Context: an optimization exercise on an open-source flow, tuned for small area, a short achievable clock period and few clock cycles. The choices shown serve that exercise and are no tape-out recipe. Where RTL was checked, it was by simulation tests only, not by an equivalence proof against the original. The flow treats the clock pin as an ideal source. Dropping or thinning the clock tree relies on that and would not hold on a real chip. No activity file was given, so power comes from the tool's default toggle rates.

==> flow/design.v <==
module MF(
	clk,
	rst_n,
	invalid,
	image_in,
	outvalid,
	image_out
);
input				clk,rst_n,invalid;
input 		[7:0]	image_in;
output	reg 		outvalid;
output	reg [7:0]	image_out;
reg			act;
reg [3:0]	row;
reg [3:0]	col;
reg			hb, hv;		 
wire last = (row == 4'd11);
wire row1_next = act & ((row == 4'd0 & col == 4'd9) | (row == 4'd1 & col != 4'd9));
always @(posedge clk or negedge rst_n) begin
	if (!rst_n) act <= 1'b0;
	else act <= (act & !last) | invalid;
end
always @(posedge clk) begin
	if (act & !last) begin
		col <= (col == 4'd9) ? 4'd0 : col + 4'd1;
		row <= (col == 4'd9) ? row + 4'd1 : row;
	end else begin
		row <= 4'd0; col <= 4'd0;
	end
end
reg			v1;
always @(posedge clk or negedge rst_n) begin
	if (!rst_n) begin
		v1 <= 1'b0; hv <= 1'b0;
	end else begin
		v1 <= act & ((row >= 4'd2) | (row == 4'd1 & col != 4'd0));
		hv <= v1;
	end
end
reg			b1;
always @(posedge clk) begin
	b1 <= (col <= 4'd1) | (row == 4'd1) | (row == 4'd10);
	hb <= b1;
end
always @(posedge clk) outvalid <= hv;
function [1:0] cmp8;
	input [7:0] a, b;
	reg [7:0] g, l;
	reg [3:0] g1, l1;
	reg [1:0] g2, l2;
	integer k;
	begin
		g = a & ~b;
		l = ~a & b;
		for (k = 0; k < 4; k = k + 1) begin
			g1[k] = g[2*k+1] | (~l[2*k+1] & g[2*k]);
			l1[k] = l[2*k+1] | (~g[2*k+1] & l[2*k]);
		end
		for (k = 0; k < 2; k = k + 1) begin
			g2[k] = g1[2*k+1] | (~l1[2*k+1] & g1[2*k]);
			l2[k] = l1[2*k+1] | (~g1[2*k+1] & l1[2*k]);
		end
		cmp8 = {g2[1] | (~l2[1] & g2[0]), l2[1] | (~g2[1] & l2[0])};
	end
endfunction
function ge8;	 
	input [7:0] a, b;
	reg [1:0] r;
	begin r = cmp8(a, b); ge8 = ~r[0]; end
endfunction
function gt8;	 
	input [7:0] a, b;
	reg [1:0] r;
	begin r = cmp8(a, b); gt8 = r[1]; end
endfunction
reg [7:0]	in_r;
reg [7:0]	lb [1:21];
reg			ab, ac, bc;
integer i;
wire [7:0] a_d = invalid ? image_in : 8'd0;
wire [7:0] c_d = row1_next ? 8'd0 : lb[19];
always @(posedge clk) begin
	in_r <= a_d;
	lb[1] <= in_r;
	for (i = 2; i <= 19; i = i + 1) lb[i] <= lb[i-1];
	lb[20] <= c_d;
	lb[21] <= lb[20];
	ab <= ge8(in_r, lb[10]);
	ac <= ge8(in_r, lb[20]);
	bc <= ge8(lb[10], lb[20]);
end
reg			c0, c1;
always @(posedge clk) begin
	c0 <= (col == 4'd0);
	c1 <= (col == 4'd1);
end
wire [7:0] a = lb[1], b = lb[11], c = lb[21];
wire [7:0] vmax = (ab & ac) ? a : (!ab & bc) ? b : c;
wire [7:0] vmin = (!ab & !ac) ? a : (ab & !bc) ? b : c;
reg [7:0] x0, x1;	 
reg [7:0] n0, n1;	 
reg [7:0] xp, np;	 
reg       gx, gn;	 
reg       hx, hn;	 
wire       psx_d = gx | c1;	 
wire [7:0] px = psx_d ? x0 : x1;
wire       hx_d = gt8(vmax, px) & !c0;	 
wire       psn_d = gn;
wire [7:0] pn = psn_d ? n0 : n1;
wire       hn_d = gt8(pn, vmin);
always @(posedge clk) begin
	x0 <= vmax; x1 <= x0; xp <= px;
	n0 <= vmin; n1 <= n0; np <= pn;
	gx <= ge8(vmax, x0); gn <= ge8(n0, vmin);
	hx <= hx_d; hn <= hn_d;
end
wire [7:0] mx = hx ? x0 : xp;
wire [7:0] mn = hb ? 8'd0 : hn ? n0 : np;
wire [8:0] sum = {1'b0, mx} + {1'b0, mn};
always @(posedge clk) image_out <= sum[8:1];
endmodule
export LEC_CHECK = 0
export ABC_AREA = 0
export CAP_MARGIN = 20
export CORE_MARGIN = 2
export CORE_UTILIZATION = 65
export CTS_BUF_LIST = sky130_fd_sc_hd__clkbuf_16
export CTS_CLUSTER_DIAMETER = 80
export CTS_CLUSTER_SIZE = 30
export SLEW_MARGIN = 20
create_clock -name core_clock -period 10.0 [get_ports {clk}]
standard.sh (not shown) runs the stock make flow with config.mk's settings and CLKGATE_MAP_FILE= SYNTH_SCRIPT=/design/flow/synth_recipe.tcl, a recipe that flattens the netlist after the stock synthesis.
==> flow/flow/run.sh <==
#!/bin/bash
set -euo pipefail
KNOBS="SETUP_SLACK_MARGIN=7.2"
bash standard.sh $KNOBS cts > orfs_flow_cts.log 2>&1
R=orfs/results/$FLOW_PLATFORM/MF/base
openroad -no_init -exit -threads "${NUM_CORES:-4}" flow/unroot.tcl > unroot.log 2>&1
bash standard.sh $KNOBS finish > orfs_flow_finish.log 2>&1
Other scripts of this flow, unchanged in this note and not shown: flow/flow/unroot.tcl
Testbench counts at the start, summed over its fixed seeds: cycles 14,592.
Next try:
--- a/flow/design.v
+++ b/flow/design.v
@@ -27,22 +27,13 @@
 	end else begin
 		row <= 4'd0; col <= 4'd0;
 	end
 end
-reg			v1;
 always @(posedge clk or negedge rst_n) begin
-	if (!rst_n) begin
-		v1 <= 1'b0; hv <= 1'b0;
-	end else begin
-		v1 <= act & ((row >= 4'd2) | (row == 4'd1 & col != 4'd0));
-		hv <= v1;
-	end
+	if (!rst_n) hv <= 1'b0;
+	else hv <= act & ((row >= 4'd2) | (row == 4'd1 & col != 4'd0));
 end
-reg			b1;
-always @(posedge clk) begin
-	b1 <= (col <= 4'd1) | (row == 4'd1) | (row == 4'd10);
-	hb <= b1;
-end
+always @(posedge clk) hb <= (col <= 4'd1) | (row == 4'd1) | (row == 4'd10);
 always @(posedge clk) outvalid <= hv;
 function [1:0] cmp8;
 	input [7:0] a, b;
 	reg [7:0] g, l;
@@ -73,39 +64,34 @@
 	reg [1:0] r;
 	begin r = cmp8(a, b); gt8 = r[1]; end
 endfunction
 reg [7:0]	in_r;
-reg [7:0]	lb [1:21];
+reg [7:0]	lb [1:20];
 reg			ab, ac, bc;
+reg			nopix;	 
 integer i;
-wire [7:0] a_d = invalid ? image_in : 8'd0;
-wire [7:0] c_d = row1_next ? 8'd0 : lb[19];
 always @(posedge clk) begin
-	in_r <= a_d;
+	in_r <= image_in;
 	lb[1] <= in_r;
 	for (i = 2; i <= 19; i = i + 1) lb[i] <= lb[i-1];
-	lb[20] <= c_d;
-	lb[21] <= lb[20];
-	ab <= ge8(in_r, lb[10]);
-	ac <= ge8(in_r, lb[20]);
-	bc <= ge8(lb[10], lb[20]);
+	lb[20] <= lb[19];
+	ab <= ge8(image_in, lb[9]);
+	ac <= row1_next | ge8(image_in, lb[19]);
+	nopix <= !invalid;
+	bc <= row1_next | ge8(lb[9], lb[19]);
 end
-reg			c0, c1;
-always @(posedge clk) begin
-	c0 <= (col == 4'd0);
-	c1 <= (col == 4'd1);
-end
-wire [7:0] a = lb[1], b = lb[11], c = lb[21];
-wire [7:0] vmax = (ab & ac) ? a : (!ab & bc) ? b : c;
-wire [7:0] vmin = (!ab & !ac) ? a : (ab & !bc) ? b : c;
+wire [7:0] a = in_r, b = lb[10], c = lb[20];
+wire       ab_a = ab & !nopix, ac_a = ac & !nopix;
+wire [7:0] vmax = (ab_a & ac_a) ? a : (!ab_a & bc) ? b : c;
+wire [7:0] vmin = (!ab_a & !ac_a) ? a : (ab & !bc) ? b : c;	 
 reg [7:0] x0, x1;	 
 reg [7:0] n0, n1;	 
 reg [7:0] xp, np;	 
 reg       gx, gn;	 
 reg       hx, hn;	 
-wire       psx_d = gx | c1;	 
+wire       psx_d = gx | (col == 4'd1);	 
 wire [7:0] px = psx_d ? x0 : x1;
-wire       hx_d = gt8(vmax, px) & !c0;	 
+wire       hx_d = gt8(vmax, px) & (col != 4'd0);	 
 wire       psn_d = gn;
 wire [7:0] pn = psn_d ? n0 : n1;
 wire       hn_d = gt8(pn, vmin);
 always @(posedge clk) begin
After rerunning: The changed run finished with timing, DRC and antenna clean. Total power goes down by a few percent. Setup slack loses 1.6 ns. Final cell count goes down by a few percent. Worst hold slack loses 0.0088 ns. Global-route usage goes up by 1.4 points. Synthesized area goes down by a few percent.
No functional check of the RTL was part of the second run of this note. In every run of this note, the design's own scripts or RTL, not TritonCTS, make the clock network.

========
== MS ==
MF, a different RTL version from the one above (not shown whole).
Size: about 660 cells after synthesis, roughly 240 flip-flops, ~20 I/O pins, ~7800 um^2 of cells after synthesis.
## MF
module MF(
	clk,
	rst_n,
	invalid,
	image_in,
	outvalid,
	image_out
);
input				clk,rst_n,invalid;
input 		[7:0]	image_in;
output	reg 		outvalid;
output	reg [7:0]	image_out;
reg			act;
reg [3:0]	row;
reg [3:0]	col;
reg			hb, hv;		 
wire last = (row == 4'd11);
wire row1_next = act & ((row == 4'd0 & col == 4'd9) | (row == 4'd1 & col != 4'd9));
always @(posedge clk or negedge rst_n) begin
	if (!rst_n) begin
		act <= 1'b0; row <= 4'd0; col <= 4'd0;
	end else if (act & !last) begin
		col <= (col == 4'd9) ? 4'd0 : col + 4'd1;
		row <= (col == 4'd9) ? row + 4'd1 : row;
	end else if (invalid) begin
		act <= 1'b1; row <= 4'd0; col <= 4'd0;
	end else begin
		act <= 1'b0;
	end
end
always @(posedge clk or negedge rst_n) begin
	if (!rst_n) begin
		hb <= 1'b0; hv <= 1'b0; outvalid <= 1'b0;
	end else begin
		hb  <= (col <= 4'd1) | (row == 4'd1) | (row == 4'd10);
  ...
==> module MF, before the edit <==
module MF(
	clk,
	rst_n,
	invalid,
	image_in,
	outvalid,
	image_out
);
input				clk,rst_n,invalid;
input 		[7:0]	image_in;
output	reg 		outvalid;
output	reg [7:0]	image_out;
reg			act;
reg [3:0]	row;
reg [3:0]	col;
reg			hb, hv;		 
wire last = (row == 4'd11);
wire row1_next = act & ((row == 4'd0 & col == 4'd9) | (row == 4'd1 & col != 4'd9));
always @(posedge clk or negedge rst_n) begin
	if (!rst_n) begin
		act <= 1'b0; row <= 4'd0; col <= 4'd0;
	end else if (act & !last) begin
		col <= (col == 4'd9) ? 4'd0 : col + 4'd1;
		row <= (col == 4'd9) ? row + 4'd1 : row;
	end else if (invalid) begin
		act <= 1'b1; row <= 4'd0; col <= 4'd0;
	end else begin
		act <= 1'b0;
	end
end
always @(posedge clk or negedge rst_n) begin
	if (!rst_n) begin
		hb <= 1'b0; hv <= 1'b0; outvalid <= 1'b0;
	end else begin
		hb  <= (col <= 4'd1) | (row == 4'd1) | (row == 4'd10);
		hv  <= act & ((row >= 4'd2) | (row == 4'd1 & col != 4'd0));
		outvalid <= hv;
	end
end
reg [7:0]	in_r;
reg [7:0]	lb [1:20];
integer i;
always @(posedge clk) begin
	in_r <= invalid ? image_in : 8'd0;
	lb[1] <= in_r;
	for (i = 2; i <= 19; i = i + 1) lb[i] <= lb[i-1];
	lb[20] <= row1_next ? 8'd0 : lb[19];
end
wire [7:0] a = in_r, b = lb[10], c = lb[20];
wire ab = a >= b, ac = a >= c, bc = b >= c;
wire [7:0] vmax = (ab & ac) ? a : (!ab & bc) ? b : c;
wire [7:0] vmin = (!ab & !ac) ? a : (ab & !bc) ? b : c;
reg [7:0] x0, x1, x2;	 
reg [7:0] n0, n1, n2;	 
reg       psx, hx, psn, hn;
wire       psx_d = (x0 >= x1) | (col == 4'd1);	 
wire [7:0] px = psx_d ? x0 : x1;
wire       hx_d = (vmax > px) & (col != 4'd0);	 
wire       psn_d = (n0 <= n1);
wire [7:0] pn = psn_d ? n0 : n1;
wire       hn_d = (vmin < pn);
always @(posedge clk) begin
	x0 <= vmax; x1 <= x0; x2 <= x1;
	n0 <= vmin; n1 <= n0; n2 <= n1;
	psx <= psx_d; hx <= hx_d;
	psn <= psn_d; hn <= hn_d;
end
wire [7:0] mx = hx ? x0 : psx ? x1 : x2;
wire [7:0] mn = hb ? 8'd0 : hn ? n0 : psn ? n1 : n2;
wire [8:0] sum = {1'b0, mx} + {1'b0, mn};
always @(posedge clk) image_out <= sum[8:1];
endmodule
Settings: LEC_CHECK=0, CAP_MARGIN=20, CORE_MARGIN=2, CORE_UTILIZATION=65, CTS_BUF_LIST=sky130_fd_sc_hd__clkbuf_16, CTS_CLUSTER_DIAMETER=60, CTS_CLUSTER_SIZE=24, SLEW_MARGIN=20; clock period 10.0 ns.
==> flow/flow/run.sh <==
#!/bin/bash
set -euo pipefail
bash standard.sh SETUP_SLACK_MARGIN=7.2 finish > orfs_flow.log 2>&1
#### Input delta (AL over MS)
diff --git a/flow/design.v b/flow/design.v
--- a/flow/design.v
+++ b/flow/design.v
@@ -28,42 +28,49 @@
 		act <= 1'b0;
 	end
 end
 always @(posedge clk or negedge rst_n) begin
 	if (!rst_n) begin
-		hb <= 1'b0; hv <= 1'b0; outvalid <= 1'b0;
+		hb <= 1'b0; hv <= 1'b0;
 	end else begin
 		hb  <= (col <= 4'd1) | (row == 4'd1) | (row == 4'd10);
 		hv  <= act & ((row >= 4'd2) | (row == 4'd1 & col != 4'd0));
-		outvalid <= hv;
 	end
 end
+always @(posedge clk) outvalid <= hv;
 reg [7:0]	in_r;
 reg [7:0]	lb [1:20];
+reg			ab, ac, bc;
 integer i;
+wire [7:0] a_d = invalid ? image_in : 8'd0;
+wire [7:0] c_d = row1_next ? 8'd0 : lb[19];
 always @(posedge clk) begin
-	in_r <= invalid ? image_in : 8'd0;
+	in_r <= a_d;
 	lb[1] <= in_r;
 	for (i = 2; i <= 19; i = i + 1) lb[i] <= lb[i-1];
-	lb[20] <= row1_next ? 8'd0 : lb[19];
+	lb[20] <= c_d;
+	ab <= invalid ? image_in >= lb[9] : lb[9] == 8'd0;
+	ac <= row1_next | (invalid ? image_in >= lb[19] : lb[19] == 8'd0);
+	bc <= row1_next | lb[9] >= lb[19];
 end
 wire [7:0] a = in_r, b = lb[10], c = lb[20];
-wire ab = a >= b, ac = a >= c, bc = b >= c;
 wire [7:0] vmax = (ab & ac) ? a : (!ab & bc) ? b : c;
 wire [7:0] vmin = (!ab & !ac) ? a : (ab & !bc) ? b : c;
 reg [7:0] x0, x1, x2;	 
 reg [7:0] n0, n1, n2;	 
+reg       gx, gn;		 
 reg       psx, hx, psn, hn;
-wire       psx_d = (x0 >= x1) | (col == 4'd1);	 
+wire       psx_d = gx | (col == 4'd1);	 
 wire [7:0] px = psx_d ? x0 : x1;
 wire       hx_d = (vmax > px) & (col != 4'd0);	 
-wire       psn_d = (n0 <= n1);
+wire       psn_d = gn;
 wire [7:0] pn = psn_d ? n0 : n1;
 wire       hn_d = (vmin < pn);
 always @(posedge clk) begin
 	x0 <= vmax; x1 <= x0; x2 <= x1;
 	n0 <= vmin; n1 <= n0; n2 <= n1;
+	gx <= vmax >= x0; gn <= vmin <= n0;
 	psx <= psx_d; hx <= hx_d;
 	psn <= psn_d; hn <= hn_d;
 end
 wire [7:0] mx = hx ? x0 : psx ? x1 : x2;
 wire [7:0] mn = hb ? 8'd0 : hn ? n0 : psn ? n1 : n2;
==> comparison <==
Multi-input gate count of AL falls short of that of MS by a few percent.
Lower global-route wire length before repair among MS and AL: AL
On detailed-routing wirelength on met1, MS tracks AL almost exactly.
In the reports for MS and AL, the smaller measured slew at the worst slew-check pin belongs to MS.
Diff MS and AL: part of the Yosys area used for sequential elements lower in MS
The higher share of the core filled with cells in the final layout of MS and AL is in MS.
Final sequential cell count went up by a few percent going from MS to AL.
Count of inverters other than clock inverters in the layout (AL vs. MS) increases by a few percent
| count of inserted antenna diode cells | AL vs MS | ≈ equal |
Number of resized instances in the post-cts repair step: AL < MS
| number of buffer and inverter instances along the worst setup path | AL vs MS | 1 lower |
Between MS and AL, the worst slew margin relative to its limit is higher for MS.
Routed wire length, AL vs MS: down by a few percent
Testbench counts of AL, summed over its fixed seeds: cycles 14,464.
No functional check of the RTL was part of MS.

========
MF, a different RTL version from the one above (not shown whole).
Size: ~790 cells after synthesis, ~240 flip-flops, about 20 I/O pins, about 7600 sq um of cells after synthesis.
==> flow/design.v (excerpt) <==
module MF(
	clk,
	rst_n,
	invalid,
	image_in,
	outvalid,
	image_out
);
==> module MF, before the edit <==
module MF(
	clk,
	rst_n,
	invalid,
	image_in,
	outvalid,
	image_out
);
input				clk,rst_n,invalid;
input 		[7:0]	image_in;
output	reg 		outvalid;
output	reg [7:0]	image_out;
reg			act;
reg [3:0]	row;
reg [3:0]	col;
reg			hb, hv;		 
wire last = (row == 4'd11);
wire row1_next = act & ((row == 4'd0 & col == 4'd9) | (row == 4'd1 & col != 4'd9));
always @(posedge clk or negedge rst_n) begin
	if (!rst_n) act <= 1'b0;
	else act <= (act & !last) | invalid;
end
always @(posedge clk) begin
	if (act & !last) begin
		col <= (col == 4'd9) ? 4'd0 : col + 4'd1;
		row <= (col == 4'd9) ? row + 4'd1 : row;
	end else begin
		row <= 4'd0; col <= 4'd0;
	end
end
always @(posedge clk or negedge rst_n) begin
	if (!rst_n) hv <= 1'b0;
	else hv <= act & ((row >= 4'd2) | (row == 4'd1 & col != 4'd0));
end
always @(posedge clk) hb <= (col <= 4'd1) | (row == 4'd1) | (row == 4'd10);
always @(posedge clk) outvalid <= hv;
function [1:0] cmp8;
	input [7:0] a, b;
	reg [7:0] g, l;
	reg [3:0] g1, l1;
	reg [1:0] g2, l2;
	integer k;
	begin
		g = a & ~b;
		l = ~a & b;
		for (k = 0; k < 4; k = k + 1) begin
			g1[k] = g[2*k+1] | (~l[2*k+1] & g[2*k]);
			l1[k] = l[2*k+1] | (~g[2*k+1] & l[2*k]);
		end
		for (k = 0; k < 2; k = k + 1) begin
			g2[k] = g1[2*k+1] | (~l1[2*k+1] & g1[2*k]);
			l2[k] = l1[2*k+1] | (~g1[2*k+1] & l1[2*k]);
		end
		cmp8 = {g2[1] | (~l2[1] & g2[0]), l2[1] | (~g2[1] & l2[0])};
	end
endfunction
function ge8;	 
	input [7:0] a, b;
	reg [1:0] r;
	begin r = cmp8(a, b); ge8 = ~r[0]; end
endfunction
function gt8;	 
	input [7:0] a, b;
	reg [1:0] r;
	begin r = cmp8(a, b); gt8 = r[1]; end
endfunction
reg [7:0]	in_r;
reg [7:0]	lb [1:20];
reg			ab, ac, bc;
reg			nopix;	 
integer i;
wire [7:0] a_d = invalid ? image_in : 8'd0;
wire [7:0] c_d = row1_next ? 8'd0 : lb[19];
always @(posedge clk) begin
	in_r <= a_d;
	lb[1] <= in_r;
	for (i = 2; i <= 19; i = i + 1) lb[i] <= lb[i-1];
	lb[20] <= c_d;
	ab <= ge8(image_in, lb[9]);
	ac <= row1_next | ge8(image_in, lb[19]);
	nopix <= !invalid;
	bc <= row1_next | ge8(lb[9], lb[19]);
end
wire [7:0] a = in_r, b = lb[10], c = lb[20];
wire       ab_a = ab & !nopix, ac_a = ac & !nopix;
wire [7:0] vmax = (ab_a & ac_a) ? a : (!ab_a & bc) ? b : c;
wire [7:0] vmin = (nopix | !ab & !ac) ? a : (ab & !bc) ? b : c;
reg [7:0] x0, x1;	 
reg [7:0] n0, n1;	 
reg [7:0] xp, np;	 
reg       gx, gn;	 
reg       hx, hn;	 
wire       psx_d = gx | (col == 4'd1);	 
wire [7:0] px = psx_d ? x0 : x1;
wire       hx_d = gt8(vmax, px) & (col != 4'd0);	 
wire       psn_d = gn;
wire [7:0] pn = psn_d ? n0 : n1;
wire       hn_d = gt8(pn, vmin);
always @(posedge clk) begin
	x0 <= vmax; x1 <= x0; xp <= px;
	n0 <= vmin; n1 <= n0; np <= pn;
	gx <= ge8(vmax, x0); gn <= ge8(n0, vmin);
	hx <= hx_d; hn <= hn_d;
end
wire [7:0] mx = hx ? x0 : xp;
wire [7:0] mn = hb ? 8'd0 : hn ? n0 : np;
wire [8:0] sum = {1'b0, mx} + {1'b0, mn};
always @(posedge clk) image_out <= sum[8:1];
endmodule
==> flow/config.mk <==
export PLATFORM = sky130hd
export DESIGN_NAME = MF
export DESIGN_NICKNAME = MF
export VERILOG_FILES = /design/flow/design.v
export SDC_FILE = /design/flow/constraint.sdc
export NUM_CORES = 4
export LEC_CHECK = 0
export ABC_AREA = 1
export CAP_MARGIN = 20
export CORE_MARGIN = 2
export CORE_UTILIZATION = 65
export CTS_BUF_LIST = sky130_fd_sc_hd__clkbuf_16
export CTS_CLUSTER_DIAMETER = 80
export CTS_CLUSTER_SIZE = 30
export SLEW_MARGIN = 20
==> flow/constraint.sdc <==
create_clock -name core_clock -period 10.0 [get_ports {clk}]
set_input_delay 2.0000 -clock core_clock [delete_from_list [all_inputs] [get_ports {clk}]]
set_output_delay 2.0000 -clock core_clock [all_outputs]
set_load 0.01 [all_outputs]
==> flow/flow/run.sh <==
#!/bin/bash
set -euo pipefail
KNOBS="SETUP_SLACK_MARGIN=7.45"
bash standard.sh $KNOBS cts > orfs_flow_cts.log 2>&1
R=orfs/results/$FLOW_PLATFORM/MF/base
openroad -no_init -exit -threads "${NUM_CORES:-4}" flow/unroot.tcl > unroot.log 2>&1
bash standard.sh $KNOBS finish > orfs_flow_finish.log 2>&1
==> flow/flow/unroot.tcl <==
set odb orfs/results/$::env(FLOW_PLATFORM)/MF/base/4_cts.odb
read_db $odb
set block [ord::get_db_block]
set port_net [[$block findBTerm clk] getNet]
set roots {}
foreach it [$port_net getITerms] { lappend roots [$it getInst] }
if {[llength $roots] != 1} { puts "unroot: clock port drives [llength $roots] cells; left as is"; exit 0 }
set root [lindex $roots 0]
set master [[$root getMaster] getName]
if {![string match "sky130_fd_sc_hd__clkbuf_*" $master]} { puts "unroot: root is $master; left as is"; exit 0 }
set out_net ""
foreach it [$root getITerms] {
  if {[$it isOutputSignal]} { set out_net [$it getNet] }
}
set loads {}
foreach it [$out_net getITerms] {
  if {[$it getInst] ne $root} { lappend loads $it }
}
if {[llength $loads] > 4 || [llength [$out_net getBTerms]] > 0} { puts "unroot: root drives [llength $loads] pins; left as is"; exit 0 }
foreach it $loads { $it disconnect; $it connect $port_net }
puts "unroot: removed [$root getName] ($master); clock port now drives [llength $loads] buffers"
odb::dbInst_destroy $root
odb::dbNet_destroy $out_net
write_db $odb
Then changed:
--- a/flow/design.v
+++ b/flow/design.v
@@ -18,20 +18,21 @@
 wire row1_next = act & ((row == 4'd0 & col == 4'd9) | (row == 4'd1 & col != 4'd9));
 always @(posedge clk or negedge rst_n) begin
-	if (!rst_n) act <= 1'b0;
-	else act <= (act & !last) | invalid;
-end
-always @(posedge clk) begin
-	if (act & !last) begin
+	if (!rst_n) begin
+		act <= 1'b0; row <= 4'd0; col <= 4'd0;
+	end else if (act & !last) begin
 		col <= (col == 4'd9) ? 4'd0 : col + 4'd1;
 		row <= (col == 4'd9) ? row + 4'd1 : row;
 	end else begin
-		row <= 4'd0; col <= 4'd0;
+		act <= invalid; row <= 4'd0; col <= 4'd0;
 	end
 end
 always @(posedge clk or negedge rst_n) begin
-	if (!rst_n) hv <= 1'b0;
-	else hv <= act & ((row >= 4'd2) | (row == 4'd1 & col != 4'd0));
+	if (!rst_n) begin
+		hb <= 1'b0; hv <= 1'b0;
+	end else begin
+		hb  <= (col <= 4'd1) | (row == 4'd1) | (row == 4'd10);
+		hv  <= act & ((row >= 4'd2) | (row == 4'd1 & col != 4'd0));
+	end
 end
-always @(posedge clk) hb <= (col <= 4'd1) | (row == 4'd1) | (row == 4'd10);
 always @(posedge clk) outvalid <= hv;
 function [1:0] cmp8;
@@ -68,5 +69,4 @@
 reg [7:0]	lb [1:20];
 reg			ab, ac, bc;
-reg			nopix;	 
 integer i;
 wire [7:0] a_d = invalid ? image_in : 8'd0;
@@ -77,13 +77,11 @@
 	for (i = 2; i <= 19; i = i + 1) lb[i] <= lb[i-1];
 	lb[20] <= c_d;
-	ab <= ge8(image_in, lb[9]);
-	ac <= row1_next | ge8(image_in, lb[19]);
-	nopix <= !invalid;
+	ab <= invalid ? ge8(image_in, lb[9]) : lb[9] == 8'd0;
+	ac <= row1_next | (invalid ? ge8(image_in, lb[19]) : lb[19] == 8'd0);
 	bc <= row1_next | ge8(lb[9], lb[19]);
 end
 wire [7:0] a = in_r, b = lb[10], c = lb[20];
-wire       ab_a = ab & !nopix, ac_a = ac & !nopix;
-wire [7:0] vmax = (ab_a & ac_a) ? a : (!ab_a & bc) ? b : c;
-wire [7:0] vmin = (nopix | !ab & !ac) ? a : (ab & !bc) ? b : c;
+wire [7:0] vmax = (ab & ac) ? a : (!ab & bc) ? b : c;
+wire [7:0] vmin = (!ab & !ac) ? a : (ab & !bc) ? b : c;
 reg [7:0] x0, x1;	 
 reg [7:0] n0, n1;	 
Effect:
- clock skew went down by 0.0079 ns
- fmax went up by 0.39%
- die area went down by 0.43%
- setup slack improves by 0.011 ns
- sequential cell count went down by 1
- clock power went up by about 1%
- routed wire length went down by 2.0%
- critical path depth does not change
Testbench counts after the change, summed over its fixed seeds: cycles 14,464.
For the first run of this note, only the layout was checked, not whether the RTL still works.

==> static timing again, ports no longer ideal <==
In the flow no input, the clock included, has a driving cell. The finished layouts below were timed again as built, in two steps. Step 1 sets driving cells, clkbuf_16 on the clock port and buf_2 on the other inputs (assumed; they add their load-dependent delay and slew). Step 2 times the ports against the registers' clock, not the clock port: input delays grow and output delays shrink by t, the midpoint of the rising clock arrivals with the driver on. a / b / c = ideal / step 1 / step 2; a / b = the first two.
run	t, ns	setup WS [ns]	latest minus earliest clock arrival (ns)
the first run of note 1	0.308	7.371 / 7.253 / 7.487	0.023 / 0.025
the second run of note 1	0.303	5.777 / 5.856 / 5.552	0.032 / 0.033
MS	0.502	6.979 / 6.979 / 6.979	0.014 / 0.015
AL	0.495	7.117 / 7.078 / 6.767	0.015 / 0.014
the first run of note 3	0.387	7.221 / 7.166 / 7.059	0.026 / 0.026
the second run of note 3	0.388	7.231 / 7.179 / 6.974	0.017 / 0.017
After both steps every run listed still meets setup and hold. For AL, which loses most, drivers alone change the setup slack by -0.039 ns; drivers and shift together by -0.350 ns.
